Background: an optimization exercise with open tools, aiming at a short achievable clock period and few clock cycles. Do not read the settings as production practice. RTL that was checked went through simulation tests only; none was proved equivalent to the original. The RTL of runs 1 and 2 was laid out without a check of its function. Power figures rest on the tool's default switching activity, not on a simulated workload.

File: flow/config.mk
export PLATFORM = sky130hd
export DESIGN_NAME = cpu
export DESIGN_NICKNAME = cpu
export VERILOG_FILES = /design/flow/design.v
export SDC_FILE = /design/flow/constraint.sdc
export NUM_CORES = 4
export LEC_CHECK = 0
export ABC_CLOCK_PERIOD_IN_PS = 2000
export CAP_MARGIN = 20
export CORE_MARGIN = 2
export CORE_UTILIZATION = 40
export PLACE_DENSITY = 0.6
export SETUP_SLACK_MARGIN = 3.4
export SLEW_MARGIN = 20
File: flow/constraint.sdc
create_clock -name core_clock -period 5.5 [get_ports {clk}]
set_input_delay 1.1000 -clock core_clock [delete_from_list [all_inputs] [get_ports {clk}]]
set_output_delay 1.1000 -clock core_clock [all_outputs]
set_load 0.01 [all_outputs]
File: flow/design.v
module idecoder(input [15:0] w, input [2:0] xd, input [2:0] wd, input [2:0] ld,
                output movi, output ldr, output str, output halt,
                output ra, output rbu, output rcu, output wr, output add, output lop_and,
                output lop_notb, output cmp, output outv,
                output [2:0] dest, output [7:0] rn_oh, output [7:0] rm_oh, output [7:0] rd_oh,
                output [1:0] sh,
                output [2:0] x, output [2:0] wb, output [2:0] l);
  wire [2:0] opc = w[15:13];
  wire [1:0] op  = w[12:11];
  wire [2:0] rn  = w[10:8];
  wire [2:0] rd  = w[7:5];
  wire [2:0] rm  = w[2:0];
  wire mv  = (opc == 3'b110) & (op == 2'b00);
  wire alu = (opc == 3'b101);
  wire mem;
  assign movi = (opc == 3'b110) & (op == 2'b10);
  assign ldr  = (opc == 3'b011);
  assign str  = (opc == 3'b100);
  assign mem  = ldr | str;
  assign halt = ~(movi | mv | alu | mem);
  assign ra   = (alu & (op != 2'b11)) | mem;
  assign rbu  = mv | alu;
  assign rcu  = str;
  assign wr   = movi | mv | (alu & (op != 2'b01)) | ldr;
  assign add  = (alu & (op == 2'b00)) | ldr;
  assign lop_and  = alu & (op == 2'b10);
  assign lop_notb = alu & (op == 2'b11);
  assign cmp  = alu & (op == 2'b01);
  assign outv = mv | (alu & (op != 2'b01)) | mem;
  assign dest  = movi ? rn : rd;
  assign rn_oh = 8'b1 << rn;
  assign rm_oh = 8'b1 << rm;
  assign rd_oh = 8'b1 << rd;
  assign sh    = mem ? 2'b00 : w[4:3];
  assign x  = {rn == xd, rm == xd, rd == xd};
  assign wb = {rn == wd, rm == wd, rd == wd};
  assign l  = {rn == ld, rm == ld, rd == ld};
endmodule
module cpu(input clk, input rst_n, input [7:0] start_pc, input [15:0] ram_r_data,
           output waiting, output [15:0] out, output [15:0] ram_w_data, output N, output V, output Z, output [7:0] ram_addr, output ram_w_en);
  localparam K = 6;                
  reg [15:0] rf [0:7];
  reg [7:0]  addr_q, pc_q;
  reg        wen_q;
  reg [15:0] wdata_q;
  reg        fetch_q;              
  reg        arr_q;                
  reg [15:0] bq [0:K-1];           
  reg [K-1:0] bv;                  
  reg [15:0] ir;
  reg        ir_v;
  reg        d_movi, d_ldr, d_str, d_halt, d_wr, d_add, d_out, d_cmp, d_and, d_notb;
  reg [2:0]  d_dest;
  reg [7:0]  d_rn_oh, d_rm_oh, d_rd_oh;
  reg [1:0]  d_sh;
  reg [2:0]  f_ex, f_wb, f_ld;
  reg        stall_q;
  reg        cons_q;               
  reg [15:0] a_q, b_q;
  reg        ex_add, ex_and, ex_notb;    
  reg        ex_wr, ex_out, ex_cmp, ex_ldr, ex_str;
  reg [2:0]  ex_dest;
  reg [7:0]  ex_imm;
  reg [7:0]  wb_lo, wb_h0, wb_h1;
  reg        wb_c;
  reg [15:0] wb_l;
  reg        wb_add, wb_ldr, wb_outadd, wb_cmp;
  reg [7:0]  wb_wr_oh;
  reg [2:0]  wb_dest;
  reg [7:0]  w2_oh;                
  reg        wb_z, wb_db, wb_dh0, wb_dh1, wb_a15, wb_b15;
  reg [15:0] out_q;
  reg        z_q, n_q, v_q;
  reg        wait_q;
  assign waiting    = wait_q;
  assign out        = out_q;
  assign ram_w_data = wdata_q;
  assign ram_addr   = addr_q;
  assign ram_w_en   = wen_q;
  assign Z = z_q;
  assign N = n_q;
  assign V = v_q;
  wire [8:0]  lo  = {1'b0, a_q[7:0]} + {1'b0, b_q[7:0]};
  wire [7:0]  h0  = a_q[15:8] + b_q[15:8];
  wire [7:0]  h1  = a_q[15:8] - ~b_q[15:8];         
  wire [8:0]  dlo = {1'b0, a_q[7:0]} - {1'b0, b_q[7:0]};
  wire [7:0]  dh0 = a_q[15:8] - b_q[15:8];
  wire [7:0]  dh1 = a_q[15:8] + ~b_q[15:8];         
  wire [15:0] ex_l = ex_and ? (a_q & b_q) : ex_notb ? ~b_q : b_q;
  wire [15:0] wb_sum = {(wb_h0 & {8{~wb_c}}) | (wb_h1 & {8{wb_c}}), wb_lo};
  wire [15:0] wb_res = wb_add ? wb_sum : wb_l;
  wire        wb_n   = (wb_dh0 & ~wb_db) | (wb_dh1 & wb_db);
  wire consume = cons_q;
  reg [15:0] rf_a, rf_b, rf_c;
  integer j;
  always @(*) begin
    rf_a = 16'h0;
    rf_b = 16'h0;
    rf_c = 16'h0;
    for (j = 0; j < 8; j = j + 1) begin
      rf_a = rf_a | ({16{d_rn_oh[j]}} & rf[j]);
      rf_b = rf_b | ({16{d_rm_oh[j]}} & rf[j]);
      rf_c = rf_c | ({16{d_rd_oh[j]}} & rf[j]);
    end
  end
  wire [15:0] va = f_ex[2] ? ex_l : f_wb[2] ? wb_res : f_ld[2] ? ram_r_data : rf_a;
  wire [15:0] vb = f_ex[1] ? ex_l : f_wb[1] ? wb_res : f_ld[1] ? ram_r_data : rf_b;
  wire [15:0] vc = f_ex[0] ? ex_l : f_wb[0] ? wb_res : f_ld[0] ? ram_r_data : rf_c;
  wire [15:0] vb_sh = (d_sh == 2'b00) ? vb :
                      (d_sh == 2'b01) ? {vb[14:0], 1'b0} :
                      (d_sh == 2'b10) ? {1'b0, vb[15:1]} : {vb[15], vb[15:1]};
  wire [15:0] sximm5 = {{11{ir[4]}}, ir[4:0]};
  wire [15:0] sximm8 = {{8{ir[7]}}, ir[7:0]};
  wire [15:0] b_d = d_movi ? sximm8 : d_ldr ? sximm5 : d_str ? vc : vb_sh;
  wire take   = ~ir_v | consume;
  wire from_b = take & bv[0];
  wire cx = consume & d_wr;
  wire cw = ex_wr;
  wire cl = wb_ldr;
  wire i_movi, i_ldr, i_str, i_halt, i_ra, i_rbu, i_rcu, i_wr, i_add, i_and, i_notb, i_cmp, i_out;
  wire [2:0] i_dest; wire [7:0] i_rn, i_rm, i_rd; wire [1:0] i_sh;
  wire [2:0] i_x, i_w, i_l;
  idecoder DI(ir, d_dest, ex_dest, wb_dest, i_movi, i_ldr, i_str, i_halt, i_ra, i_rbu, i_rcu,
              i_wr, i_add, i_and, i_notb, i_cmp, i_out, i_dest, i_rn, i_rm, i_rd, i_sh,
              i_x, i_w, i_l);
  wire h_movi, h_ldr, h_str, h_halt, h_ra, h_rbu, h_rcu, h_wr, h_add, h_and, h_notb, h_cmp, h_out;
  wire [2:0] h_dest; wire [7:0] h_rn, h_rm, h_rd; wire [1:0] h_sh;
  wire [2:0] h_x, h_w, h_l;
  idecoder DH(bq[0], d_dest, ex_dest, wb_dest, h_movi, h_ldr, h_str, h_halt, h_ra, h_rbu, h_rcu,
              h_wr, h_add, h_and, h_notb, h_cmp, h_out, h_dest, h_rn, h_rm, h_rd, h_sh,
              h_x, h_w, h_l);
  wire r_movi, r_ldr, r_str, r_halt, r_ra, r_rbu, r_rcu, r_wr, r_add, r_and, r_notb, r_cmp, r_out;
  wire [2:0] r_dest; wire [7:0] r_rn, r_rm, r_rd; wire [1:0] r_sh;
  wire [2:0] r_x, r_w, r_l;
  idecoder DR(ram_r_data, d_dest, ex_dest, wb_dest, r_movi, r_ldr, r_str, r_halt, r_ra, r_rbu, r_rcu,
              r_wr, r_add, r_and, r_notb, r_cmp, r_out, r_dest, r_rn, r_rm, r_rd, r_sh,
              r_x, r_w, r_l);
  wire [2:0] i_fw = {3{cw}} & i_w, i_fl = {3{cl}} & i_l;
  wire [2:0] i_use = {i_ra, i_rbu, i_rcu};
  wire i_st = ex_ldr & |(i_use & i_fw);
  wire [2:0] h_fx = {3{cx}} & h_x, h_fw = {3{cw}} & h_w, h_fl = {3{cl}} & h_l;
  wire [2:0] h_use = {h_ra, h_rbu, h_rcu};
  wire h_st = (d_add & |(h_use & h_fx)) | (ex_ldr & |(h_use & h_fw));
  wire [2:0] r_fx = {3{cx}} & r_x, r_fw = {3{cw}} & r_w, r_fl = {3{cl}} & r_l;
  wire [2:0] r_use = {r_ra, r_rbu, r_rcu};
  wire r_st = (d_add & |(r_use & r_fx)) | (ex_ldr & |(r_use & r_fw));
  wire nx_v = ~take | bv[0] | arr_q;
  always @(posedge clk) begin
    if (take) ir <= from_b ? bq[0] : ram_r_data;
    if (!take) begin
      d_movi <= i_movi; d_ldr <= i_ldr; d_str <= i_str; d_halt <= i_halt;
      d_wr <= i_wr; d_add <= i_add; d_and <= i_and; d_notb <= i_notb;
      d_cmp <= i_cmp; d_out <= i_out; d_dest <= i_dest;
      d_rn_oh <= i_rn; d_rm_oh <= i_rm; d_rd_oh <= i_rd; d_sh <= i_sh;
      f_ex <= 3'b000; f_wb <= i_fw; f_ld <= i_fl & ~i_fw;
    end else if (from_b) begin
      d_movi <= h_movi; d_ldr <= h_ldr; d_str <= h_str; d_halt <= h_halt;
      d_wr <= h_wr; d_add <= h_add; d_and <= h_and; d_notb <= h_notb;
      d_cmp <= h_cmp; d_out <= h_out; d_dest <= h_dest;
      d_rn_oh <= h_rn; d_rm_oh <= h_rm; d_rd_oh <= h_rd; d_sh <= h_sh;
      f_ex <= h_fx; f_wb <= h_fw & ~h_fx; f_ld <= h_fl & ~h_fw & ~h_fx;
    end else begin
      d_movi <= r_movi; d_ldr <= r_ldr; d_str <= r_str; d_halt <= r_halt;
      d_wr <= r_wr; d_add <= r_add; d_and <= r_and; d_notb <= r_notb;
      d_cmp <= r_cmp; d_out <= r_out; d_dest <= r_dest;
      d_rn_oh <= r_rn; d_rm_oh <= r_rm; d_rd_oh <= r_rd; d_sh <= r_sh;
      f_ex <= r_fx; f_wb <= r_fw & ~r_fx; f_ld <= r_fl & ~r_fw & ~r_fx;
    end
    if (!rst_n) begin
      ir_v    <= 1'b0;
      stall_q <= 1'b0;
      cons_q  <= 1'b0;
    end else begin
      ir_v    <= nx_v;
      stall_q <= ~take ? i_st : from_b ? h_st : r_st;
      cons_q  <= ~take ? (~i_halt & ~i_st) :
                 from_b ? (~h_halt & ~h_st) : (arr_q & ~r_halt & ~r_st);
    end
  end
  wire pop  = from_b;
  wire push = arr_q & ~(take & ~bv[0]);
  reg [15:0] sh_q [0:K-1];
  reg [K-1:0] sh_v;
  integer f;
  always @(*) begin
    for (f = 0; f < K; f = f + 1) begin
      sh_q[f] = (pop && f < K - 1) ? bq[(f < K - 1) ? f + 1 : f] : bq[f];
      sh_v[f] = pop ? ((f < K - 1) ? bv[(f < K - 1) ? f + 1 : f] : 1'b0) : bv[f];
    end
  end
  always @(posedge clk) begin
    for (f = 0; f < K; f = f + 1) begin
      if (push && !sh_v[f] && (f == 0 || sh_v[(f == 0) ? 0 : f - 1]))
        bq[f] <= ram_r_data;
      else
        bq[f] <= sh_q[f];
    end
    if (!rst_n) bv <= {K{1'b0}};
    else        bv <= sh_v | (push ? (sh_v + 1'b1) & ~sh_v : {K{1'b0}});
  end
  wire [1:0] xin = {1'b0, ir_v} + {1'b0, arr_q} + {1'b0, fetch_q};
  wire fetch_ok = (xin == 2'd0) | ((xin == 2'd1) & ~bv[K-1]) |
                  ((xin == 2'd2) & ~bv[K-2]) | ((xin == 2'd3) & ~bv[K-3]);
  always @(posedge clk) begin
    if (!rst_n) begin
      addr_q  <= start_pc;
      pc_q    <= start_pc + 8'd1;
      fetch_q <= 1'b1;
      wen_q   <= 1'b0;
      arr_q   <= 1'b0;
    end else begin
      arr_q <= fetch_q;
      if (ex_ldr | ex_str) begin
        addr_q  <= a_q[7:0] + ex_imm;
        fetch_q <= 1'b0;
        wen_q   <= ex_str;
      end else begin
        wen_q   <= 1'b0;
        fetch_q <= fetch_ok;
        if (fetch_ok) begin
          addr_q <= pc_q;
          pc_q   <= pc_q + 8'd1;
        end
      end
    end
    wdata_q <= b_q;
  end
  always @(posedge clk) begin
    if (!rst_n) begin
      ex_wr  <= 1'b0;
      ex_out <= 1'b0;
      ex_cmp <= 1'b0;
      ex_ldr <= 1'b0;
      ex_str <= 1'b0;
    end else begin
      ex_wr  <= consume & d_wr;
      ex_out <= consume & d_out;
      ex_cmp <= consume & d_cmp;
      ex_ldr <= consume & d_ldr;
      ex_str <= consume & d_str;
    end
    a_q     <= va;
    b_q     <= b_d;
    ex_add  <= d_add;
    ex_and  <= d_and;
    ex_notb <= d_notb;
    ex_dest <= d_dest;
    ex_imm  <= sximm5[7:0];
  end
  always @(posedge clk) begin
    if (!rst_n) begin
      wb_wr_oh  <= 8'h00;
      w2_oh     <= 8'h00;
      wb_ldr    <= 1'b0;
      wb_outadd <= 1'b0;
      wb_cmp    <= 1'b0;
    end else begin
      wb_wr_oh  <= (ex_wr & ~ex_ldr) ? (8'b1 << ex_dest) : 8'h00;
      w2_oh     <= wb_ldr ? (8'b1 << wb_dest) : 8'h00;
      wb_ldr    <= ex_ldr;
      wb_outadd <= ex_out & ex_add;
      wb_cmp    <= ex_cmp;
    end
    wb_dest <= ex_dest;
    wb_lo  <= lo[7:0];
    wb_c   <= lo[8];
    wb_h0  <= h0;
    wb_h1  <= h1;
    wb_l   <= ex_l;
    wb_add <= ex_add;
    wb_z   <= (a_q == b_q);
    wb_db  <= dlo[8];
    wb_dh0 <= dh0[7];
    wb_dh1 <= dh1[7];
    wb_a15 <= a_q[15];
    wb_b15 <= b_q[15];
  end
  always @(posedge clk) begin
    if (ex_out & ~ex_add) out_q <= ex_l;
    else if (wb_outadd)   out_q <= wb_sum;
    if (wb_cmp) begin
      z_q <= wb_z;
      n_q <= wb_n;
      v_q <= (wb_a15 != wb_b15) & (wb_n != wb_a15);
    end
  end
  integer k;
  always @(posedge clk) begin
    for (k = 0; k < 8; k = k + 1)
      if (wb_wr_oh[k])   rf[k] <= wb_res;
      else if (w2_oh[k]) rf[k] <= ram_r_data;
  end
  always @(posedge clk) begin
    if (!rst_n) wait_q <= 1'b0;
    else if (ir_v & d_halt & ~(ex_out & ex_add) & ~ex_cmp & ~ex_str) wait_q <= 1'b1;
  end
endmodule
File: flow/run.sh
#!/bin/bash
# synth_recipe.tcl (not shown) runs the flow's synth.tcl, then flattens the netlist and writes it again
# the make line also repeats each setting of config.mk as NAME=value (left out here)
make -C /OpenROAD-flow-scripts/flow DESIGN_CONFIG=/design/flow/config.mk WORK_HOME=/design/flow/orfs CLKGATE_MAP_FILE= SYNTH_SCRIPT=/design/flow/synth_recipe.tcl finish
==> results.txt, run 1 <==
CTS Sinks approximately 470; Clk Tree Root Cell clkbuf_16; Syn Area/Cell ~9.9 µm²; RePlAce Congestion 0.952; crit path time final around 2300 ps; worst clock skew about 23 ps; Clock Pin Slew Worst Setup and Hold Paths about 60 ps; Max Clk Rate about 0.43 GHz; Die Height 249 µm; worst path required time ~6000 ps; Logic pwr share between 30% and 40%; fin. max-slew vios 0; DR iter-0 viols 2952; first-pass GRT wire length between 100000 and 150000 µm; Post-Syn Area between 20000 and 25000 µm²; drc violations 0; antenna cells 0; vias between 20000 and 25000; critical path type reg2reg; Clk Latency, worst-skew pair just over 600 ps; Setup-failing EPs final 0; die area 62100 µm²; Sw Pwr about 4.2 mW; # H-tree levels 2; Pleak about 10 nW; syn_nets between 2000 and 3000; Rows 89; setup_tns 0 ps; Worst Tran Pin Value ~1100 ps; status no timing/DRC/antenna violations; top-area cell type share of the netlist area roughly a third; Min-Delay Path Class reg2reg; die width approximately 250 µm; Syn Inst Count about 2400; Synth area leader edfxtp_1; worst path arrival time roughly 2800 ps; EDFF count, synth 275; vias in the first global route 19001; final worst-path cycle share a little over two fifths; number of CTS-inserted buffers 51; clock network fraction of design power 29.7%; remaining global-route overflow 0; Max Cap Violations 0; sequential share of the synthesized area about half; FF-to-FF setup slack roughly 3200 ps; Most used DFF post-synth edfxtp_1; Final Hold Vio Count 0; floorplan core area roughly 59000 µm²; ys async rst share 0%; Synth area leaders edfxtp_1 34%, dfxtp_1 16%, a21oi_1 4.9%, a22oi_1 4.2%, nor2_1 3.7%; P&R area growth vs syn 17.9%; Tot GR Track Use 25.7%; layout cells sized above 1 around 18%; initial antenna violation count 0; Switching Share about a third; CTS tree built; dpl hpwl ~53000 µm; drt total wl 82000 µm; peak supply drop 0.192 mV; Power Dens Cells 423 nW/µm²; most frequent cells after synthesis 275 x edfxtp_1, 238 x a21oi_1, 235 x nor2_1; DR WL/cell between 20 and 30 µm; Reg power frac about 40%; Routed Antenna Nets 0; max_slew headroom between 20% and 30%; Setup WS pre-CTS roughly 1900 ps; element type at the critical path end register; final setup margin between 3000 and 4000 ps; PortBufs 70; Total Nets Final roughly 2500; RSZ-0062 raised after global routing yes; Avg Vias per Cell approximately 6.1; clock tree buffer depth 3; synth warn 7; Initial Util between 40% and 50%; io pins 71; FF+latch count, synth about 470; Worst setup SP type register; internal power about 7.8 mW; largest net degree at the start of global routing 58; worst hold-check slack 325 ps; top-count cell post-synth edfxtp_1; Synth cell types around 70; worst-path fanout max 6; drt first pass iters 10
## metrics by stage
stage	instances	area (µm²)	utilization (%)	power, mW
after detailed placement	3108	25400	42.9	8.11
after CTS	3254	27900	47.1	11.8
final	3266	28400	47.9	12.0
after floorplan	2437	24300	-	6.95
after global placement	3108	25400	42.8	8.05
after global routing	3266	28400	47.9	12.5
## state kept, by name (all words and copies together) (netlist names), 15 cells and up
signal   flops
rf         128
bq          96
a_q         16
b_q         16
ir          16
out_q       16
wb_l        16
wdata_q     15
## per-layer routing
layer  global-route usage (%)  share of wire (%)  up-vias
li1                         -                  -     8927
met1                     34.8                 41     9574
met2                     39.2                 44     1250
met3                     6.99                 12      266
met4                     9.50                3.9        0
met5                        0                  0        -
## cell families after synthesis
kind of cell               count (synthesis)  synth area share (%)
AOI/OAI and AO/OA                        710                  18.8
and+or+nand+nor                          636                  12.2
DFF                                      468                  50.4
buffers and inverters                    309                  5.03
muxes                                    149                  6.64
xor gates and xnor gates                 119                  4.33
adders and majority gates                 46                  2.55
## path summary, 6_finish.rpt
check / end / depth (start not counted) / startpoint
max: b_q[7] / 9 / f_ex[1]
min: ex_notb / 0 / d_notb
max reg2reg: b_q[7] / 9 / f_ex[1]
min reg2reg: ex_notb / 0 / d_notb
## what timing repair did
action                     CTS  global route
hold buffers                 0             0
buffers inserted            45            12
gates cloned                 6             0
setup endpoints to repair  408           152
resized for setup          365            98
pin swaps                   31            33
## power groups by stage
stage | registers, mW | clock network [mW] | logic, mW
floorplan | 4.55 | 0 | 2.40
global placement | 4.83 | 0 | 3.23
detailed placement | 4.84 | 0 | 3.28
CTS | 4.78 | 3.60 | 3.41
global route | 4.86 | 3.75 | 3.93
finish | 4.81 | 3.57 | 3.62
## cell usage in the layout, fill, tap and decap left out, types with 20 or more instances in the layout
| master | n |
|---|---|
| buf_4 | 84 |
| o21ai_0 | 116 |
| mux2_2 | 47 |
| a211oi_1 | 23 |
| mux2i_1 | 53 |
| xnor2_1 | 91 |
| nand4_1 | 48 |
| clkbuf_16 | 53 |
| nand2_1 | 173 |
| o21ai_1 | 29 |
| a22oi_1 | 132 |
| edfxtp_1 | 275 |
| buf_6 | 25 |
| nor2_1 | 232 |
| ha_1 | 38 |
| dfxtp_1 | 156 |
| nor3_1 | 23 |
| nor2b_1 | 24 |
| inv_1 | 71 |
| a21oi_1 | 221 |
| buf_2 | 37 |
| dfxtp_2 | 24 |
| xor2_1 | 25 |
| mux2_1 | 37 |
| a22o_1 | 20 |
## area by class of cell
class | instances | area, µm²
Clock buffer | 68 | 1440
Clock inverter | 27 | 300
Fill cell | 5443 | 30900
Inverter | 80 | 324
Multi-Input combinational cell | 1661 | 11300
Sequential cell | 468 | 12200
Tap cell | 773 | 967
Timing Repair Buffer | 189 | 1800
## worst max-delay path: stages, from the launching register on
cell,delay (ps)
dfxtp_4,350
buf_12,120
or3_4,460
buf_6,150
a221oi_2,160
and3_4,250
a211o_1,150
mux2_4,160
o21ai_2,50
a221o_1,360
==> run 2: changes to the inputs <==
--- a/flow/design.v
+++ b/flow/design.v
@@ -69,8 +69,8 @@
   reg [2:0]  wb_dest;
   reg [7:0]  w2_oh;                
   reg        wb_z, wb_db, wb_dh0, wb_dh1, wb_a15, wb_b15;
-  reg [15:0] out_q;
-  reg        z_q, n_q, v_q;
+  reg [15:0] out_q, out_s;
+  reg        z_q, n_q, v_q, z_s, n_s, v_s;
   reg        wait_q;
   assign waiting    = wait_q;
   assign out        = out_q;
@@ -215,12 +215,10 @@
         fetch_q <= 1'b0;
         wen_q   <= ex_str;
       end else begin
+        addr_q  <= pc_q;
         wen_q   <= 1'b0;
         fetch_q <= fetch_ok;
-        if (fetch_ok) begin
-          addr_q <= pc_q;
-          pc_q   <= pc_q + 8'd1;
-        end
+        if (fetch_ok) pc_q <= pc_q + 8'd1;
       end
     end
     wdata_q <= b_q;
@@ -275,13 +273,20 @@
     wb_a15 <= a_q[15];
     wb_b15 <= b_q[15];
   end
-  always @(posedge clk) begin
-    if (ex_out & ~ex_add) out_q <= ex_l;
-    else if (wb_outadd)   out_q <= wb_sum;
+  wire [15:0] out_d = (ex_out & ~ex_add) ? ex_l : wb_outadd ? wb_sum : out_s;
+  wire        z_d = wb_cmp ? wb_z : z_s;
+  wire        n_d = wb_cmp ? wb_n : n_s;
+  wire        v_d = wb_cmp ? ((wb_a15 != wb_b15) & (wb_n != wb_a15)) : v_s;
+  always @(posedge clk) begin
+    out_q <= out_d;
+    z_q   <= z_d;
+    n_q   <= n_d;
+    v_q   <= v_d;
+    if ((ex_out & ~ex_add) | wb_outadd) out_s <= out_d;
     if (wb_cmp) begin
-      z_q <= wb_z;
-      n_q <= wb_n;
-      v_q <= (wb_a15 != wb_b15) & (wb_n != wb_a15);
+      z_s <= z_d;
+      n_s <= n_d;
+      v_s <= v_d;
     end
   end
   integer k;
==> run 2 against run 1 <==
Compared with the run above: combinational power is 33% higher; largest power group unchanged; worst hold slack worse by 0.62 ps; via count rose by 0.88%; register-to-register slack about the same; first-iteration DRC count down 2.7%; clock skew fell by 2.4 ps; utilization decreased by 0.33 points.
==> results.txt, run 2 <==
multi-input logic area 11500 µm² (+0.93%); top-area cell type share of the netlist area 32.8% (-1.5 points); first-pass GRT wire length 124000 µm (+1.9%); Setup-failing EPs final 0 (unchanged); worst-path fanout max 17 (+11); io pins 71 (unchanged); Worst setup SP type register; sequential share of the synthesized area 50.8% (+0.41 points); Rows 90 (+1.1%); max_slew headroom 36.0% (+7.7 points); Clock Pin Slew Worst Setup and Hold Paths 60 ps (about the same); number of CTS-inserted buffers 52 (+2.0%); final worst-path cycle share 42.8% (+0.16 points); Max Clk Rate 0.425 GHz (-0.37%); commonest cells after routing, fill and taps aside 267 x edfxtp_1, 224 x nor2_1, 215 x a21oi_1, 186 x nand2_1, 166 x dfxtp_1; most frequent cells after synthesis 267 x edfxtp_1, 231 x a21oi_1, 226 x nor2_1; Routed Antenna Nets 0 (unchanged); P&R area growth vs syn 17.4%; vias 20193 (+0.88%); worst clock skew 20.2 ps (-2.37 ps); crit path time final 2350 ps (+8.72 ps); Tot GR Track Use 26.0% (+0.35 points); dpl hpwl 54000 µm (+1.9%); register area 12500 µm² (+2.8%); floorplan core area 60400 µm² (+1.9%); setup_tns 0 ps (unchanged); Synth area leaders edfxtp_1 33%, dfxtp_1 18%, a21oi_1 4.7%, a22oi_1 4.1%, nor2_1 3.5%; Initial Util 40.5% (-0.092 points); die width 251 µm (+0.81%); max reg flops 128 (unchanged); Worst Tran Pin Value 960 ps (-114 ps); Total Nets Final 2531 (+0.32%); Synth area leader edfxtp_1; Max Cap Violations 0 (unchanged); Pleak 10.3 nW (+0.10%); fin. max-slew vios 0 (unchanged); peak supply drop 0.257 mV (+34%); vias in the first global route 19188 (+0.98%); Avg Vias per Cell 6.15 (+0.33%); hold path endpoint ex_notb; layout cells sized above 1 17.7% (-0.67 points); fillers 5521 (+1.4%); Syn Area/Cell 9.92 µm² (+0.50%); Final Hold Vio Count 0 (unchanged); drt first pass iters 9 (-1); post-route insts no fill 3284 (+0.55%); critical path type reg2reg; FF-to-FF setup slack 3150 ps (about the same); die area 63200 µm² (+1.6%); R2R depth 8 (-1); DR iter-0 viols 2873 (-2.7%); PortBufs 70 (unchanged); Syn Inst Count 2465 (+1.1%); drt total wl 83900 µm (+2.3%); element type at the critical path end register; largest net degree at the start of global routing 49 (-16%); CTS tree built; Post-Syn Area 24500 µm² (+1.7%); # H-tree levels 2 (unchanged); antenna cells 0 (unchanged); drc violations 0 (unchanged); biggest regs rf (128), bq (96); RePlAce Congestion 0.923 (-3.0%); Clk Latency, worst-skew pair 620 ps (about the same); Min-Delay Path Class reg2reg; CTS Sinks 487 (+4.1%); remaining global-route overflow 0 (unchanged); FF+latch count, synth 487 (+4.1%); Synth cell types 72 (+1.4%); worst path arrival time 2850 ps (about the same); worst hold path cell count 0 (unchanged); worst r2r src f_ex[1]; syn_nets 2537 (+1.1%); EDFF count, synth 267 (-2.9%); Inst Count DP 3135 (+0.87%); clock tree buffer depth 3 (unchanged); top-count cell post-synth edfxtp_1; DR WL/cell 25.5 µm (+1.7%); initial antenna violation count 2 (+2); RSZ-0062 raised after global routing yes; Power Dens Cells 480 nW/µm² (+13%); reg2reg end b_q[2]; status no timing/DRC/antenna violations; Top reg by flops rf; worst path required time 5990 ps (about the same); synth warn 7 (unchanged); Most used DFF post-synth edfxtp_1; commonest non-fill, non-tap cell in the layout edfxtp_1; Die Height 251 µm (+0.81%); Clk Tree Root Cell clkbuf_16; ys async rst share 0% (unchanged); Hold Crit Start d_notb
## run 2: how the worst max path moves through the flow
stage | from | end | cells past startpoint
after global placement | ram_r_data[0] | cons_q | 8
after global routing | f_ld[1] | b_q[2] | 8
final | f_ex[1] | b_q[2] | 8
after CTS | f_wb[1] | b_q[2] | 8
after detailed placement | ram_r_data[0] | cons_q | 8
after floorplan | ram_r_data[13] | d_dest[2] | 7
## run 2: through the flow
step           cell area, µm²  utilization [%]  setup WS [ps]  power [mW]  hold slack, ps
6_report                28700             47.6           3150        13.8             324
5_1_grt                 28700             47.6           3110        14.4             332
4_1_cts                 28300             47.0           3200        13.5             326
3_5_place_dp            25700             42.6           2030        9.74             315
3_3_place_gp            25700             42.6           2060        9.66             316
2_1_floorplan           24700                -           3230        8.15             310
## run 2: timing repair
action | 4_1_cts | 5_1_grt
cloned | 10 | 1
pin swaps | 24 | 21
hold buffers | 0 | 0
endpoints found under the setup margin | 376 | 197
setup buffers | 34 | 7
gates resized for setup | 392 | 96
## run 2: cell families after synthesis
family / count (synthesis) / synth area share [%]
compound gates: 705 / 18.5
simple gates: 638 / 12.0
flops: 487 / 50.8
buf+inv: 311 / 4.94
mux: 159 / 7.01
xor+xnor: 119 / 4.26
fa+ha+maj: 46 / 2.51
## run 2: layer usage
metal	vias up	GRT usage, %	routed length [µm]
li1	9011	-	-
met1	9713	36.7	35000
met2	1216	39.0	36200
met3	249	5.25	9080
met4	4	10.7	3520
met5	-	0	27
## run 2: report_power, final
group | total [mW] | leakage, nW | internal (mW) | switching [mW]
logic | 4.81 | 5.11 | 1.95 | 2.86
clock network | 3.55 | 0.850 | 2.05 | 1.50
registers | 5.41 | 4.29 | 4.56 | 0.850
total | 13.8 | 10.3 | 8.56 | 5.21
## run 2: worst max-delay path, stage by stage, from the launching register on
cell and delay (ps):
dfxtp_4 360, buf_12 150, or3_4 450, a221o_1 300, a221oi_2 280, a221oi_2 130
mux2i_1 160, o21ai_1 80, a221o_1 310
## run 2: area by class of cell
cell class	count	share of cell area (%)
clock buffers	72	5.08
clock inverters	25	0.898
inverters	75	1.05
multi-input cells	1670	39.9
flip-flops and latches	487	43.7
well taps	782	3.41
repair buffers	173	5.99
==> run 3: changes to the inputs <==
--- a/flow/design.v
+++ b/flow/design.v
@@ -3,7 +3,7 @@
                 output ra, output rbu, output rcu, output wr, output add, output lop_and,
                 output lop_notb, output cmp, output outv,
                 output [2:0] dest, output [7:0] rn_oh, output [7:0] rm_oh, output [7:0] rd_oh,
-                output [1:0] sh,
+                output [6:0] bsel,
                 output [2:0] x, output [2:0] wb, output [2:0] l);
   wire [2:0] opc = w[15:13];
   wire [1:0] op  = w[12:11];
@@ -31,7 +31,9 @@
   assign rn_oh = 8'b1 << rn;
   assign rm_oh = 8'b1 << rm;
   assign rd_oh = 8'b1 << rd;
-  assign sh    = mem ? 2'b00 : w[4:3];
+  wire sb = mv | alu;
+  assign bsel  = {movi, ldr, str, sb & (w[4:3] == 2'b00), sb & (w[4:3] == 2'b01),
+                  sb & (w[4:3] == 2'b10), sb & (w[4:3] == 2'b11)};
   assign x  = {rn == xd, rm == xd, rd == xd};
   assign wb = {rn == wd, rm == wd, rd == wd};
   assign l  = {rn == ld, rm == ld, rd == ld};
@@ -52,8 +54,8 @@
   reg        d_movi, d_ldr, d_str, d_halt, d_wr, d_add, d_out, d_cmp, d_and, d_notb;
   reg [2:0]  d_dest;
   reg [7:0]  d_rn_oh, d_rm_oh, d_rd_oh;
-  reg [1:0]  d_sh;
-  reg [2:0]  f_ex, f_wb, f_ld;
+  reg [6:0]  d_bsel;               
+  reg [2:0]  f_ex, f_wb, f_ld, f_rf;   
   reg        stall_q;
   reg        cons_q;               
   reg [15:0] a_q, b_q;
@@ -103,37 +105,40 @@
       rf_c = rf_c | ({16{d_rd_oh[j]}} & rf[j]);
     end
   end
-  wire [15:0] va = f_ex[2] ? ex_l : f_wb[2] ? wb_res : f_ld[2] ? ram_r_data : rf_a;
-  wire [15:0] vb = f_ex[1] ? ex_l : f_wb[1] ? wb_res : f_ld[1] ? ram_r_data : rf_b;
-  wire [15:0] vc = f_ex[0] ? ex_l : f_wb[0] ? wb_res : f_ld[0] ? ram_r_data : rf_c;
-  wire [15:0] vb_sh = (d_sh == 2'b00) ? vb :
-                      (d_sh == 2'b01) ? {vb[14:0], 1'b0} :
-                      (d_sh == 2'b10) ? {1'b0, vb[15:1]} : {vb[15], vb[15:1]};
+  wire [15:0] va = ({16{f_ex[2]}} & ex_l) | ({16{f_wb[2]}} & wb_res) |
+                   ({16{f_ld[2]}} & ram_r_data) | ({16{f_rf[2]}} & rf_a);
+  wire [15:0] vb = ({16{f_ex[1]}} & ex_l) | ({16{f_wb[1]}} & wb_res) |
+                   ({16{f_ld[1]}} & ram_r_data) | ({16{f_rf[1]}} & rf_b);
+  wire [15:0] vc = ({16{f_ex[0]}} & ex_l) | ({16{f_wb[0]}} & wb_res) |
+                   ({16{f_ld[0]}} & ram_r_data) | ({16{f_rf[0]}} & rf_c);
   wire [15:0] sximm5 = {{11{ir[4]}}, ir[4:0]};
   wire [15:0] sximm8 = {{8{ir[7]}}, ir[7:0]};
-  wire [15:0] b_d = d_movi ? sximm8 : d_ldr ? sximm5 : d_str ? vc : vb_sh;
+  wire [15:0] b_d = ({16{d_bsel[6]}} & sximm8) | ({16{d_bsel[5]}} & sximm5) |
+                    ({16{d_bsel[4]}} & vc) | ({16{d_bsel[3]}} & vb) |
+                    ({16{d_bsel[2]}} & {vb[14:0], 1'b0}) |
+                    ({16{d_bsel[1] | d_bsel[0]}} & {d_bsel[0] & vb[15], vb[15:1]});
   wire take   = ~ir_v | consume;
   wire from_b = take & bv[0];
   wire cx = consume & d_wr;
   wire cw = ex_wr;
   wire cl = wb_ldr;
   wire i_movi, i_ldr, i_str, i_halt, i_ra, i_rbu, i_rcu, i_wr, i_add, i_and, i_notb, i_cmp, i_out;
-  wire [2:0] i_dest; wire [7:0] i_rn, i_rm, i_rd; wire [1:0] i_sh;
+  wire [2:0] i_dest; wire [7:0] i_rn, i_rm, i_rd; wire [6:0] i_bs;
   wire [2:0] i_x, i_w, i_l;
   idecoder DI(ir, d_dest, ex_dest, wb_dest, i_movi, i_ldr, i_str, i_halt, i_ra, i_rbu, i_rcu,
-              i_wr, i_add, i_and, i_notb, i_cmp, i_out, i_dest, i_rn, i_rm, i_rd, i_sh,
+              i_wr, i_add, i_and, i_notb, i_cmp, i_out, i_dest, i_rn, i_rm, i_rd, i_bs,
               i_x, i_w, i_l);
   wire h_movi, h_ldr, h_str, h_halt, h_ra, h_rbu, h_rcu, h_wr, h_add, h_and, h_notb, h_cmp, h_out;
-  wire [2:0] h_dest; wire [7:0] h_rn, h_rm, h_rd; wire [1:0] h_sh;
+  wire [2:0] h_dest; wire [7:0] h_rn, h_rm, h_rd; wire [6:0] h_bs;
   wire [2:0] h_x, h_w, h_l;
   idecoder DH(bq[0], d_dest, ex_dest, wb_dest, h_movi, h_ldr, h_str, h_halt, h_ra, h_rbu, h_rcu,
-              h_wr, h_add, h_and, h_notb, h_cmp, h_out, h_dest, h_rn, h_rm, h_rd, h_sh,
+              h_wr, h_add, h_and, h_notb, h_cmp, h_out, h_dest, h_rn, h_rm, h_rd, h_bs,
               h_x, h_w, h_l);
   wire r_movi, r_ldr, r_str, r_halt, r_ra, r_rbu, r_rcu, r_wr, r_add, r_and, r_notb, r_cmp, r_out;
-  wire [2:0] r_dest; wire [7:0] r_rn, r_rm, r_rd; wire [1:0] r_sh;
+  wire [2:0] r_dest; wire [7:0] r_rn, r_rm, r_rd; wire [6:0] r_bs;
   wire [2:0] r_x, r_w, r_l;
   idecoder DR(ram_r_data, d_dest, ex_dest, wb_dest, r_movi, r_ldr, r_str, r_halt, r_ra, r_rbu, r_rcu,
-              r_wr, r_add, r_and, r_notb, r_cmp, r_out, r_dest, r_rn, r_rm, r_rd, r_sh,
+              r_wr, r_add, r_and, r_notb, r_cmp, r_out, r_dest, r_rn, r_rm, r_rd, r_bs,
               r_x, r_w, r_l);
   wire [2:0] i_fw = {3{cw}} & i_w, i_fl = {3{cl}} & i_l;
   wire [2:0] i_use = {i_ra, i_rbu, i_rcu};
@@ -151,20 +156,22 @@
       d_movi <= i_movi; d_ldr <= i_ldr; d_str <= i_str; d_halt <= i_halt;
       d_wr <= i_wr; d_add <= i_add; d_and <= i_and; d_notb <= i_notb;
       d_cmp <= i_cmp; d_out <= i_out; d_dest <= i_dest;
-      d_rn_oh <= i_rn; d_rm_oh <= i_rm; d_rd_oh <= i_rd; d_sh <= i_sh;
-      f_ex <= 3'b000; f_wb <= i_fw; f_ld <= i_fl & ~i_fw;
+      d_rn_oh <= i_rn; d_rm_oh <= i_rm; d_rd_oh <= i_rd; d_bsel <= i_bs;
+      f_ex <= 3'b000; f_wb <= i_fw; f_ld <= i_fl & ~i_fw; f_rf <= ~(i_fw | i_fl);
     end else if (from_b) begin
       d_movi <= h_movi; d_ldr <= h_ldr; d_str <= h_str; d_halt <= h_halt;
       d_wr <= h_wr; d_add <= h_add; d_and <= h_and; d_notb <= h_notb;
       d_cmp <= h_cmp; d_out <= h_out; d_dest <= h_dest;
-      d_rn_oh <= h_rn; d_rm_oh <= h_rm; d_rd_oh <= h_rd; d_sh <= h_sh;
+      d_rn_oh <= h_rn; d_rm_oh <= h_rm; d_rd_oh <= h_rd; d_bsel <= h_bs;
       f_ex <= h_fx; f_wb <= h_fw & ~h_fx; f_ld <= h_fl & ~h_fw & ~h_fx;
+      f_rf <= ~(h_fx | h_fw | h_fl);
     end else begin
       d_movi <= r_movi; d_ldr <= r_ldr; d_str <= r_str; d_halt <= r_halt;
       d_wr <= r_wr; d_add <= r_add; d_and <= r_and; d_notb <= r_notb;
       d_cmp <= r_cmp; d_out <= r_out; d_dest <= r_dest;
-      d_rn_oh <= r_rn; d_rm_oh <= r_rm; d_rd_oh <= r_rd; d_sh <= r_sh;
+      d_rn_oh <= r_rn; d_rm_oh <= r_rm; d_rd_oh <= r_rd; d_bsel <= r_bs;
       f_ex <= r_fx; f_wb <= r_fw & ~r_fx; f_ld <= r_fl & ~r_fw & ~r_fx;
+      f_rf <= ~(r_fx | r_fw | r_fl);
     end
     if (!rst_n) begin
       ir_v    <= 1'b0;
--- a/flow/config.mk
+++ b/flow/config.mk
@@ -9,6 +9,8 @@
 export CAP_MARGIN = 20
 export CORE_MARGIN = 2
 export CORE_UTILIZATION = 40
+export CTS_CLUSTER_DIAMETER = 100
+export CTS_CLUSTER_SIZE = 24
 export PLACE_DENSITY = 0.6
 export SETUP_SLACK_MARGIN = 3.4
 export SLEW_MARGIN = 20
==> run 3 against run 2 <==
Compared with the run above: still clean on timing, DRC and antenna; synthesized area grew 0.11%; register-to-register slack improved by 240 ps; critical path depth shrank 7; worst hold slack improved by 13 ps; clock-buffer cell count fell by 30; critical endpoint is now out[2].
==> results.txt, run 3 <==
Top Metal Used met5; Routed Antenna Nets 0 (unchanged); status no timing/DRC/antenna violations; drt total wl 83000 µm (-1.0%); worst-path fanout max 1 (-16); top-area cell type share of the netlist area 32.7% (-0.037 points); Post-Syn Area 24500 µm² (+0.11%); Syn Area/Cell 10.4 µm² (+4.7%); number of CTS-inserted buffers 24 (-54%); CTS tree built; crit path time final 2150 ps (-203 ps); Pleak 10.0 nW (-2.2%); Min-Delay Path Class reg2reg; RePlAce Congestion 0.912 (-1.2%); FF+latch count, synth 492 (+1.0%); drc violations 0 (unchanged); met2 WL 38200 µm (+5.5%); Synth area leaders edfxtp_1 33%, dfxtp_1 18%, a22oi_1 7.7%, mux2_2 6.7%, a21oi_1 3.3%; Max Clk Rate 0.465 GHz (+9.4%); Max Cap Violations 0 (unchanged); Tot GR Track Use 25.5% (-0.56 points); post-route insts no fill 3160 (-3.8%); Core Util, Final 46.3% (-1.2 points); DR WL/cell 26.3 µm (+2.9%); worst path required time 4400 ps (-1590 ps); antenna cells 0 (unchanged); io pins 71 (unchanged); fin. max-slew vios 0 (unchanged); Top reg by flops rf; peak supply drop 0.219 mV (-15%); syn_nets 2429 (-4.3%); first-pass GRT wire length 122000 µm (-1.9%); worst path arrival time 1050 ps (-1800 ps); synth warn 7 (unchanged); remaining global-route overflow 0 (unchanged); Clk Latency, worst-skew pair 600 ps (-20 ps); top-count cell post-synth edfxtp_1; element type at the critical path end primary output; drt first pass iters 19 (+10); Buf/Inv on CP 1 (unchanged); most frequent cells after synthesis 267 x edfxtp_1, 250 x a22oi_1, 225 x dfxtp_1; critical path, cell by cell buf_6; worst hold-check slack 337 ps (+12.7 ps); final setup margin 3350 ps (+203 ps); max_slew headroom 18.8% (-17 points); dpl hpwl 51600 µm (-4.3%); commonest cells after routing, fill and taps aside 267 x edfxtp_1, 244 x a22oi_1, 193 x nand2_1, 180 x dfxtp_1, 172 x nor2_1; Clk Tree Root Cell clkbuf_16; initial antenna violation count 1 (-1); die width 251 µm (about the same); commonest non-fill, non-tap cell in the layout edfxtp_1; CTS Sinks 492 (+1.0%); Worst Tran Pin Value 1220 ps (+256 ps); Initial Util 40.5% (about the same); Post-CTS Hold Buffers 0 (unchanged); Synth area leader edfxtp_1; biggest regs rf (128), bq (96); critical path type reg2out; Clock Pin Slew Worst Setup and Hold Paths 100 ps (+40 ps); largest net degree at the start of global routing 53 (+8.2%); FF-to-FF setup slack 3390 ps (+240 ps); Power Dens Cells 358 nW/µm² (-25%); Final Hold Vio Count 0 (unchanged); sequential share of the synthesized area 51.1% (+0.35 points); Rows 90 (unchanged); Total Nets Final 2432 (-3.9%); Setup WS pre-CTS 1860 ps (-167 ps); EDFF count, synth 267 (unchanged); max reg flops 128 (unchanged); P&R area growth vs syn 14.4%; Die Height 251 µm (about the same); layout cells sized above 1 21.1% (+3.4 points); vias in the first global route 19083 (-0.55%); setup_tns 0 ps (unchanged); delay-heaviest family, CP flip-flops; final worst-path cycle share 39.1% (-3.7 points); Syn Inst Count 2357 (-4.4%); die area 63200 µm² (+0.11%); Setup-failing EPs final 0 (unchanged); Avg Vias per Cell 6.22 (+1.2%); DR iter-0 viols 2680 (-6.7%); ys async rst share 0% (unchanged); clock tree buffer depth 3 (unchanged); Worst setup SP type register; Synth cell types 74 (+2.8%); RSZ-0062 raised after global routing yes; # H-tree levels 1 (-1); Most used DFF post-synth edfxtp_1; CP max stage delay 340 ps (-110 ps); PortBufs 70 (unchanged); Inst Count DP 3029 (-3.4%); vias 19662 (-2.6%); WL met3 8310 µm (-8.5%); worst clock skew 20.4 ps (+0.165 ps); Met1 Wirelength 32500 µm (-7.2%); floorplan core area 60500 µm² (+0.19%); Slowest cell on crit path dfxtp_2
[run 3: changes by cell type after synthesis, sizes merged, moves of 12 or more]
cell,delta
nor2,-53
a22oi,+116
o211ai,-12
a22o,-17
inv,-12
clkbuf,-20
a221oi,-27
nand4,+21
mux2i,-17
a222oi,+24
a211oi,-22
o21ai,-68
mux2,+55
a21oi,-70
[run 3: kinds of logic (layout without fill, tap and decap cells)]
family          after synthesis  count (layout)  share of synthesized area [%]
compound gates              614             614                           16.9
xor+xnor                    119             119                           4.26
fa+ha+maj                    46              46                           2.50
buf+inv                     286             306                           4.70
flops                       492             492                           51.1
mux                         197             197                           8.84
simple gates                603             604                           11.7
[run 3: path summary, 6_finish.rpt]
kind | start | endpoint | cells after the start
worst max-delay path | out_q[2] | out[2] | 1
worst min-delay path | d_notb | ex_notb | 0
worst max register to register | bq[0][12] | cons_q | 6
worst min register to register | d_notb | ex_notb | 0
[run 3: routing by layer]
metal | track usage (%) | up-vias
met4 | 11.3 | 2
met1 | 33.4 | 9514
met3 | 4.47 | 237
li1 | - | 8701
met2 | 41.1 | 1208
met5 | 1.47 | -
[run 3: per-stage QoR]
step	instance area, µm²	power, mW
2_1_floorplan	24700	6.57
3_3_place_gp	25600	7.52
3_5_place_dp	25600	7.58
4_1_cts	27100	9.72
5_1_grt	28000	10.5
6_report	28000	10.0
[run 3: final cells by class]
| class | count | area, µm² |
|---|---|---|
| inverters | 62 | 239 |
| fillers | 5516 | 32500 |
| clock inverters | 2 | 16.3 |
| repair buffers | 200 | 2190 |
| well taps | 782 | 978 |
| flip-flops and latches | 492 | 12600 |
| multi-input cells | 1580 | 11300 |
| clock buffers | 42 | 689 |
[run 3: where the power goes]
| part | total, mW | internal [mW] | switching [mW] |
|---|---|---|---|
| clock network | 2.08 | 0.867 | 1.21 |
| logic | 3.00 | 1.26 | 1.73 |
| registers | 4.96 | 4.34 | 0.619 |
| total | 10.0 | 6.47 | 3.56 |
[run 3: timing repair]
action / CTS / global route
setup endpoints to repair: 414 / 208
endpoints found under the hold margin: 0 / 0
pin swaps: 18 / 38
gates cloned: 12 / 2
resized for setup: 329 / 160
buffers inserted: 19 / 54
Testbench counts of run 3, summed over its fixed seeds: cycles 13,816.
==> run 4: changes to the inputs <==
--- a/flow/config.mk
+++ b/flow/config.mk
@@ -8,9 +8,7 @@
 export ABC_CLOCK_PERIOD_IN_PS = 2000
 export CAP_MARGIN = 20
 export CORE_MARGIN = 2
-export CORE_UTILIZATION = 40
-export CTS_CLUSTER_DIAMETER = 100
-export CTS_CLUSTER_SIZE = 24
-export PLACE_DENSITY = 0.6
+export CORE_UTILIZATION = 55
+export PLACE_DENSITY = 0.7
 export SETUP_SLACK_MARGIN = 3.4
 export SLEW_MARGIN = 20
==> run 4 against run 3 <==
Compared with the run above: still clean; wire length grew 0.32%; non-clock buffer count is 10 lower; synthesized area unchanged; fmax decreased by 9.7%; setup slack got worse by 230 ps; final cell count fell by 4.5%; utilization is 19 points higher; largest cell class unchanged; highest routed layer unchanged.
==> results.txt, run 4 <==
CTS tree built; Routed Antenna Nets 0 (unchanged); sequential share of the synthesized area 51.1% (unchanged); fin. max-slew vios 0 (unchanged); Rows 77 (-14%); Clock Pin Slew Worst Setup and Hold Paths 60 ps (-40 ps); drt total wl 83300 µm (+0.32%); Synth area leaders edfxtp_1 33%, dfxtp_1 18%, a22oi_1 7.7%, mux2_2 6.7%, a21oi_1 3.3%; critical path launch point d_rm_oh[3]; layout cells sized above 1 23.1% (+2.0 points); Synth cell types 74 (unchanged); Syn Inst Count 2357 (unchanged); Reg power frac 43.3% (-6.1 points); GR Layer Usage met3 9.67% (+5.2 points); worst-path fanout max 11 (+10); remaining global-route overflow 0 (unchanged); FF+latch count, synth 492 (unchanged); busiest layer in global routing met2; Hold Crit Start d_and; RSZ-0062 raised after global routing yes; Most used DFF post-synth edfxtp_1; vias in the first global route 19640 (+2.9%); met1 usage 44.0% (+11 points); syn_nets 2429 (unchanged); PortBufs 70 (unchanged); fillers 3392 (-39%); reg2reg end b_q[3]; area post-placement 25400 µm² (-0.91%); Avg Vias per Cell 6.78 (+9.0%); largest net degree at the start of global routing 59 (+11%); clock tree buffer depth 3 (unchanged); worst path arrival time 2860 ps (+1810 ps); Pleak 10.5 nW (+4.3%); EDFF count, synth 267 (unchanged); Final Hold Vio Count 0 (unchanged); initial antenna violation count 3 (+2); Total Nets Final 2454 (+0.90%); number of CTS-inserted buffers 52 (+120%); clock network fraction of design power 30.6% (+9.9 points); crit path to b_q[3]; max_slew headroom 23.7% (+4.9 points); CTS Sinks 492 (unchanged); floorplan core area 44100 µm² (-27%); element type at the critical path end register; drc violations 0 (unchanged); peak supply drop 0.303 mV (+38%); first-pass GRT wire length 122000 µm (-0.43%); met2 usage 54.2% (+13 points); biggest regs rf (128), bq (96); post-route insts no fill 3018 (-4.5%); Post-Syn Area 24500 µm² (unchanged); RePlAce Congestion 0.978 (+7.2%); Sw Pwr 3.87 mW (+8.6%); setup_tns 0 ps (unchanged); Synth area leader edfxtp_1; top-count cell post-synth edfxtp_1; Max Clk Rate 0.420 GHz (-9.7%); Initial Util 55.5% (+15 points); Tot GR Track Use 34.7% (+9.3 points); worst clock skew 23.6 ps (+3.22 ps); P&R area growth vs syn 17.2%; Post-CTS Hold Buffers 0 (unchanged); Final Cell Area 28700 µm² (+2.4%); Clk Latency, worst-skew pair 610 ps (about the same); Power Dens Cells 400 nW/µm² (+12%); die area 46200 µm² (-27%); multi-input logic area 11400 µm² (+1.1%); Worst setup SP type register; commonest cells after routing, fill and taps aside 267 x edfxtp_1, 239 x a22oi_1, 193 x nand2_1, 180 x dfxtp_1, 172 x nor2_1; synth warn 7 (unchanged); FF-to-FF setup slack 3120 ps (-270 ps); Max Cap Violations 0 (unchanged); Die Height 215 µm (-14%); max reg flops 128 (unchanged); critical path type reg2reg; DR WL/cell 27.6 µm (+5.0%); vias 20463 (+4.1%); worst path required time 5980 ps (+1580 ps); Syn Area/Cell 10.4 µm² (unchanged); Setup-failing EPs final 0 (unchanged); Setup WS pre-CTS 1990 ps (+132 ps); Worst Tran Pin Value 1140 ps (-74.1 ps); ys async rst share 0% (unchanged); R2R depth 8 (+2); Min-Delay Path Class reg2reg; DR iter-0 viols 3608 (+35%); commonest non-fill, non-tap cell in the layout edfxtp_1; status no timing/DRC/antenna violations; worst r2r src d_rm_oh[3]; Top reg by flops rf; Clk Tree Root Cell clkbuf_16; die width 215 µm (-14%); crit path time final 2380 ps (+230 ps); top-area cell type share of the netlist area 32.7% (unchanged); final worst-path cycle share 43.3% (+4.2 points); register area 12600 µm² (-0.20%); Logic pwr share 26.2% (-3.7 points); most frequent cells after synthesis 267 x edfxtp_1, 250 x a22oi_1, 225 x dfxtp_1; drt first pass iters 14 (-5); dpl hpwl 49800 µm (-3.6%); internal power 7.60 mW (+17%); Switching Share 33.8% (-1.8 points); Inst Count DP 2839 (-6.3%); Total Power 11.5 mW (+14%); final setup margin 3120 ps (-230 ps); io pins 71 (unchanged); # H-tree levels 2 (+1)
## run 4: area by class of cell
cell class | count | area share (%)
tap | 592 | 2.58
inverter | 62 | 0.828
multi-input combinational | 1584 | 39.8
antenna | 2 | 0.0174
clock buffer | 73 | 5.30
timing repair buffer | 190 | 7.02
sequential | 492 | 43.9
clock inverter | 23 | 0.589
## run 4: worst min path at each step
stage | slack, ps | depth (start not counted) | end
3_3_place_gp | 340 | 0 | ex_and
4_1_cts | 340 | 0 | ex_and
3_5_place_dp | 330 | 0 | ex_and
2_1_floorplan | 310 | 0 | ex_and
5_1_grt | 360 | 0 | ex_and
6_report | 350 | 0 | ex_and
## run 4: logic make-up (layout without fill, tap and decap cells)
logic type / Yosys count / in the layout / synth area share, %
xor+xnor: 119 / 119 / 4.26
buf+inv: 286 / 348 / 4.70
flops: 492 / 492 / 51.1
fa+ha+maj: 46 / 46 / 2.50
other cells: 0 / 2 / 0
mux: 197 / 197 / 8.84
simple gates: 603 / 608 / 11.7
compound gates: 614 / 614 / 16.9
## run 4: metal layers
metal	routed length, µm	vias up
li1	-	8794
met1	29900	9685
met2	36800	1526
met3	10800	456
met4	5730	2
met5	15	-
## run 4: power groups by stage
stage / Clock [mW] / Combinational (mW) / Sequential, mW
floorplan: 0 / 1.96 / 4.61
global placement: 0 / 2.50 / 4.95
detailed placement: 0 / 2.57 / 4.97
CTS: 3.52 / 2.71 / 4.90
global route: 3.66 / 3.21 / 5.00
finish: 3.50 / 3.00 / 4.96
## run 4: stage by stage
stage	utilization (%)	hold WS, ps
floorplan	-	310
global placement	57.6	340
detailed placement	57.6	328
CTS	63.4	344
global route	65.0	356
finish	65.0	346
## run 4: timing repair
action                     in CTS  in global routing
resized for setup             373                128
pin swaps                      26                 43
gates cloned                    9                  7
buffers inserted               34                 31
setup endpoints to repair     369                252
## run 4: worst max-delay path: stages, from the launching register on
cell      delay [ps]
dfxtp_2          340
buf_12           130
buf_4            210
a22oi_2          170
nand4_1          390
a222oi_1         410
nand2_1          150
a222oi_1         370
nand2_1           80
==> run 5: changes to the inputs <==
--- a/flow/config.mk
+++ b/flow/config.mk
@@ -8,7 +8,7 @@
 export ABC_CLOCK_PERIOD_IN_PS = 2000
 export CAP_MARGIN = 20
 export CORE_MARGIN = 2
-export CORE_UTILIZATION = 55
-export PLACE_DENSITY = 0.7
+export CORE_UTILIZATION = 40
+export PLACE_DENSITY = 0.6
 export SETUP_SLACK_MARGIN = 3.4
 export SLEW_MARGIN = 20
==> run 5 against run 4 <==
Compared with the run above: synthesized cell count unchanged; critical endpoint is now b_q[5]; largest power group unchanged; worst hold slack worse by 24 ps; combinational power about the same; via count down 1.9%; largest cell class unchanged; clock-buffer cell count up 1; still clean on timing, DRC and antenna; total power down 0.81%.
==> results.txt, run 5 <==
top-count cell post-synth edfxtp_1; synth warn 7 (unchanged); Max Clk Rate 0.461 GHz (+9.7%); Final Cell Area 29000 µm² (+1.2%); fin. max-slew vios 0 (unchanged); Syn Area/Cell 10.4 µm² (unchanged); Sw Pwr 3.86 mW (-0.16%); Total Nets Final 2475 (+0.86%); commonest non-fill, non-tap cell in the layout edfxtp_1; Setup-failing EPs final 0 (unchanged); layout cells sized above 1 23.6% (+0.53 points); EDFF count, synth 267 (unchanged); peak supply drop 0.320 mV (+5.8%); Worst Tran Pin Value 1230 ps (+84.8 ps); Syn Inst Count 2357 (unchanged); WL met3 8970 µm (-17%); Hold Crit Start d_notb; Min-Delay Path Class reg2reg; CTS tree built; Final Hold Vio Count 0 (unchanged); Post-Syn Area 24500 µm² (unchanged); PortBufs 70 (unchanged); initial antenna violation count 0 (-3); max reg flops 128 (unchanged); P&R area growth vs syn 18.6%; crit path time final 2170 ps (-210 ps); critical path, cell by cell buf_4 -> a22oi_1 -> nand4_1 -> a222oi_1 -> nand2_1 -> a222oi_1 -> nand2_1; sequential share of the synthesized area 51.1% (unchanged); worst r2r src d_rd_oh[2]; dpl hpwl 51600 µm (+3.7%); status no timing/DRC/antenna violations; Synth area leader edfxtp_1; Initial Util 40.5% (-15 points); Synth cell types 74 (unchanged); drt total wl 84600 µm (+1.6%); Top reg by flops rf; critical path type reg2reg; Die Height 251 µm (+17%); Max Cap Violations 0 (unchanged); area post-placement 25600 µm² (+0.92%); RePlAce Congestion 0.912 (-6.7%); remaining global-route overflow 0 (unchanged); Avg Vias per Cell 6.22 (-8.3%); # H-tree levels 2 (unchanged); io pins 71 (unchanged); drc violations 0 (unchanged); max_slew headroom 18.1% (-5.7 points); Clk Latency, worst-skew pair 620 ps (about the same); Clock Pin Slew Worst Setup and Hold Paths 60 ps (about the same); final worst-path cycle share 39.4% (-3.8 points); Synth area leaders edfxtp_1 33%, dfxtp_1 18%, a22oi_1 7.7%, mux2_2 6.7%, a21oi_1 3.3%; floorplan core area 60500 µm² (+37%); largest net degree at the start of global routing 53 (-10%); die width 251 µm (+17%); met2 WL 38200 µm (+3.7%); Logic pwr share 26.6% (+0.4 points); Reg power frac 43.4% (about the same); internal power 7.51 mW (-1.1%); die area 63200 µm² (+37%); CP max stage delay 430 ps (+20 ps); Most used DFF post-synth edfxtp_1; first-pass GRT wire length 124000 µm (+2.2%); vias in the first global route 19443 (-1.0%); biggest regs rf (128), bq (96); syn_nets 2429 (unchanged); Routed Antenna Nets 0 (unchanged); fillers 5398 (+59%); Rows 90 (+17%); most frequent cells after synthesis 267 x edfxtp_1, 250 x a22oi_1, 225 x dfxtp_1; Clk Tree Root Cell clkbuf_16; Pleak 10.6 nW (+0.96%); setup_tns 0 ps (unchanged); Slowest cell on crit path a222oi_1; commonest cells after routing, fill and taps aside 267 x edfxtp_1, 243 x a22oi_1, 193 x nand2_1, 181 x dfxtp_1, 172 x nor2_1; DR iter-0 viols 3075 (-15%); number of CTS-inserted buffers 51 (-1.9%); element type at the critical path end register; Met1 Wirelength 33200 µm (+11%); Worst setup SP type register; Power Dens Cells 392 nW/µm² (-2.0%); FF+latch count, synth 492 (unchanged); worst clock skew 25.1 ps (+1.49 ps); Switching Share 34.0% (+0.22 points); Tot GR Track Use 26.1% (-8.6 points); CTS Sinks 492 (unchanged); worst path arrival time 2650 ps (-210 ps); Top Metal Used met4; ys async rst share 0% (unchanged); clock tree buffer depth 3 (unchanged); top-area cell type share of the netlist area 32.7% (unchanged); vias 20079 (-1.9%); antenna cells 0 (-2); Post-CTS Hold Buffers 0 (unchanged); worst-path fanout max 16 (+5); worst path required time 5980 ps (about the same); DR WL/cell 26.2 µm (-5.0%); drt first pass iters 11 (-3); RSZ-0062 raised after global routing yes; clock network fraction of design power 30.0% (-0.6 points); critical path launch point d_rd_oh[2]
## run 5: cell counts after synthesis
Identical to the previous run, type by type.
## run 5: critical path: cells and delay by family, from the launching register on
family / cells / cell delay [ps]
simple gates: 3 / 530
buf+inv: 1 / 230
compound gates: 3 / 970
flops: 1 / 300
## run 5: timing repair
item | CTS | global route
endpoints found under the setup margin | 409 | 148
resized for setup | 365 | 136
gates cloned | 11 | 2
pin swaps | 17 | 33
buffers inserted | 38 | 52
hold endpoints to repair | 0 | 0
## run 5: logic make-up after synthesis
logic type / Yosys count / synth area share, %
AOI/OAI and AO/OA: 614 / 16.9
muxes: 197 / 8.84
xor gates and xnor gates: 119 / 4.26
adders and majority gates: 46 / 2.50
DFF: 492 / 51.1
and+or+nand+nor: 603 / 11.7
buffers and inverters: 286 / 4.70
## run 5: routing by layer
| metal | GRT usage (%) | vias up |
|---|---|---|
| li1 | - | 8830 |
| met1 | 34.3 | 9674 |
| met2 | 41.2 | 1278 |
| met3 | 5.41 | 297 |
| met4 | 12.7 | 0 |
| met5 | 0 | - |
## run 5: per-stage QoR
stage	cells	hold slack [ps]	setup slack (ps)	utilization, %	power (mW)
2_1_floorplan	2357	310	3160	-	6.57
3_3_place_gp	3029	313	1880	42.4	7.52
3_5_place_dp	3029	314	1860	42.4	7.58
4_1_cts	3174	321	3320	46.5	11.1
5_1_grt	3228	330	3270	48.0	11.8
6_report	3228	322	3330	48.0	11.4
## run 5: power by group through the flow
stage               logic (mW)  registers [mW]  clock network, mW
floorplan                 1.96            4.61                  0
finish                    3.02            4.94               3.41
global placement          2.54            4.98                  0
global route              3.26            4.98               3.60
CTS                       2.71            4.94               3.45
detailed placement        2.58            5.00                  0
## run 5: path summary, 6_finish.rpt
path | to | slack (ps) | cells after the start
worst max-delay path | b_q[5] | 3330 | 7
worst min-delay path | ex_notb | 320 | 0
worst min register to register | ex_notb | 320 | 0
worst max register to register | b_q[5] | 3330 | 7
## run 5: cell type report
| cell class | count | area [µm²] | share of cell area, % |
|---|---|---|---|
| multi-input cells | 1579 | 11300 | 38.8 |
| inverters | 62 | 239 | 0.823 |
| flip-flops and latches | 492 | 12600 | 43.5 |
| clock inverters | 22 | 183 | 0.629 |
| clock buffers | 74 | 1460 | 5.03 |
| repair buffers | 217 | 2270 | 7.83 |
| well taps | 782 | 978 | 3.37 |
==> run 6: changes to the inputs <==
--- a/flow/config.mk
+++ b/flow/config.mk
@@ -10,5 +10,5 @@
 export CORE_MARGIN = 2
 export CORE_UTILIZATION = 40
 export PLACE_DENSITY = 0.6
-export SETUP_SLACK_MARGIN = 3.4
+export SETUP_SLACK_MARGIN = 3.6
 export SLEW_MARGIN = 20
==> run 6 against run 5 <==
Compared with the run above: sequential power is 2% higher; critical endpoint is now ram_w_data[15]; largest power group unchanged; wire length is 0.52% higher; sequential cell count stayed put; total power is 5.7% higher; clock power is 7.6% higher; worst hold slack better by 32 ps; largest cell class unchanged; global-route usage is 0.71 points lower; final cell count is 1.7% higher; still clean on timing, DRC and antenna; die area stayed put.
==> results.txt, run 6 <==
commonest non-fill, non-tap cell in the layout edfxtp_1; post-route insts no fill 3283 (+1.7%); worst clock skew 21.6 ps (-3.49 ps); largest net degree at the start of global routing 64 (+21%); initial antenna violation count 0 (unchanged); Post-Syn Area 24500 µm² (unchanged); antenna cells 0 (unchanged); Power Dens Cells 390 nW/µm² (-0.52%); Logic pwr share 27.6% (+1.0 points); fraction of the mapped netlist area in adder cells 2.50% (unchanged); Hold Crit Start d_and; top-count cell post-synth edfxtp_1; drt total wl 85100 µm (+0.52%); Syn Area/Cell 10.4 µm² (unchanged); CTS tree built; syn_nets 2429 (unchanged); # H-tree levels 2 (unchanged); Pleak 11.3 nW (+6.7%); crit path to ram_w_data[15]; Most used DFF post-synth edfxtp_1; most frequent cells after synthesis 267 x edfxtp_1, 250 x a22oi_1, 225 x dfxtp_1; Die Height 251 µm (unchanged); Compound-Gate Fraction of Synth Area 16.9% (unchanged); worst r2r src rf[3][2]; Routed Antenna Nets 0 (unchanged); Inst Count DP 3020 (-0.30%); PortBufs 70 (unchanged); Clk Tree Root Cell clkbuf_16; Initial Util 40.5% (unchanged); Clock Pin Slew Worst Setup and Hold Paths 60 ps (about the same); R2R depth 6 (-1); die area 63200 µm² (unchanged); max_slew headroom 24.8% (+6.7 points); layout cells sized above 1 31.2% (+7.6 points); DR WL/cell 25.9 µm (-1.2%); first-pass GRT wire length 122000 µm (-1.9%); RSZ-0062 raised after global routing yes; floorplan core area 60500 µm² (unchanged); fillers 5157 (-4.5%); worst path required time 4400 ps (-1580 ps); final worst-path cycle share 39.1% (-0.31 points); Setup-failing EPs final 0 (unchanged); element type at the critical path end primary output; Clk Latency, worst-skew pair 620 ps (about the same); worst-path fanout max 3 (-13); biggest regs rf (128), bq (96); fin. max-slew vios 0 (unchanged); Top reg by flops rf; Post-CTS Hold Buffers 0 (unchanged); Total Nets Final 2533 (+2.3%); top-area cell type share of the netlist area 32.7% (unchanged); io pins 71 (unchanged); peak supply drop 0.301 mV (-6.1%); remaining global-route overflow 0 (unchanged); DR iter-0 viols 2835 (-7.8%); critical path launch point wb_b15; Syn Inst Count 2357 (unchanged); Max Clk Rate 0.465 GHz (+0.80%); drc violations 0 (unchanged); commonest cells after routing, fill and taps aside 267 x edfxtp_1, 205 x a22oi_1, 184 x nand2_1, 164 x nor2_1, 156 x dfxtp_1; internal power 7.99 mW (+6.4%); CP max stage delay 330 ps (-100 ps); EDFF count, synth 267 (unchanged); worst path arrival time 1050 ps (-1600 ps); post-synthesis xor/xnor area fraction 4.26% (unchanged); Synth area leader edfxtp_1; Tot GR Track Use 25.4% (-0.71 points); Worst Tran Pin Value 1130 ps (-101 ps); crit path time final 2150 ps (-17.1 ps); largest family of logic cells by synthesized area compound AO/OA/AOI/OAI gates; vias 20441 (+1.8%); Final Hold Vio Count 0 (unchanged); clock network fraction of design power 30.5% (+0.5 points); reg2reg end b_q[2]; post-synthesis mux area share 8.84% (unchanged); Switching Share 33.5% (-0.44 points); Worst setup SP type register; Buf/Inv on CP 1 (unchanged); drt first pass iters 15 (+4); FF+latch count, synth 492 (unchanged); critical path, cell by cell buf_6; FF-to-FF setup slack 3410 ps (+80 ps); dpl hpwl 50900 µm (-1.5%); max reg flops 128 (unchanged); vias in the first global route 19577 (+0.69%); critical path type reg2out; Synth cell types 74 (unchanged); Avg Vias per Cell 6.23 (about the same); CTS Sinks 492 (unchanged); Total Power 12.0 mW (+5.7%); clock tree buffer depth 3 (unchanged); delay-heaviest family, CP flip-flops; Sw Pwr 4.03 mW (+4.3%); sequential share of the synthesized area 51.1% (unchanged); Slowest cell on crit path dfxtp_2; ys async rst share 0% (unchanged); setup_tns 0 ps (unchanged); die width 251 µm (unchanged); Min-Delay Path Class reg2reg; status no timing/DRC/antenna violations; Reg power frac 41.9% (-1.5 points); Rows 90 (unchanged); P&R area growth vs syn 26.0%; Levels on crit path 1 (-6); Synth area leaders edfxtp_1 33%, dfxtp_1 18%, a22oi_1 7.7%, mux2_2 6.7%, a21oi_1 3.3%; post-synthesis simple-gate area fraction 11.7% (unchanged); synth warn 7 (unchanged); Max Cap Violations 0 (unchanged); number of CTS-inserted buffers 51 (unchanged); RePlAce Congestion 0.925 (+1.4%)
run 6: cell counts after synthesis:
No cell type changed its count.
run 6: kinds of logic after synthesis:
family / after synthesis
compound gates: 614
simple gates: 603
flops: 492
buf+inv: 286
mux: 197
xor+xnor: 119
fa+ha+maj: 46
run 6: worst min path at each step:
stage / end / slack (ps) / depth (start not counted)
global route: ex_and / 350 / 0
CTS: ex_and / 350 / 0
finish: ex_and / 350 / 0
global placement: ex_and / 330 / 0
detailed placement: ex_and / 340 / 0
floorplan: ex_and / 310 / 0
run 6: timing repair:
item,CTS,global route
cloned,13,6
endpoints found under the setup margin,510,279
pin swaps,62,109
gates resized for setup,517,255
setup buffers,94,57
run 6: per-stage QoR:
step                      cell area, µm²  hold WS (ps)  setup WS (ps)  utilization [%]
after global placement             25700           333           2040             42.4
after floorplan                    25100           310           3160                -
after global routing               30900           354           3300             51.0
after detailed placement           25700           337           2010             42.4
after CTS                          29400           352           3320             48.5
final                              30900           354           3350             51.0
run 6: layer usage:
layer,global-route usage [%],vias up,wire length (µm)
met4,13.3,0,4860
met3,5.59,318,8830
met2,41.5,1324,39400
li1,-,8926,-
met5,0,-,0
met1,31.6,9873,32000
run 6: cell type report:
cell class / instances / area (µm²) / share of cell area, %
Timing Repair Buffer: 274 / 3020 / 9.79
Multi-Input combinational cell: 1580 / 12200 / 39.5
Sequential cell: 492 / 12700 / 41.1
Tap cell: 782 / 978 / 3.17
Inverter: 62 / 249 / 0.807
Clock inverter: 28 / 372 / 1.20
Clock buffer: 65 / 1370 / 4.44
run 6: power by group through the flow:
stage | clock [mW] | combinational, mW | sequential (mW)
6_report | 3.67 | 3.32 | 5.03
2_1_floorplan | 0 | 2.00 | 4.61
5_1_grt | 3.83 | 3.55 | 5.07
4_1_cts | 3.69 | 2.96 | 4.98
3_5_place_dp | 0 | 2.52 | 5.04
3_3_place_gp | 0 | 2.47 | 5.04
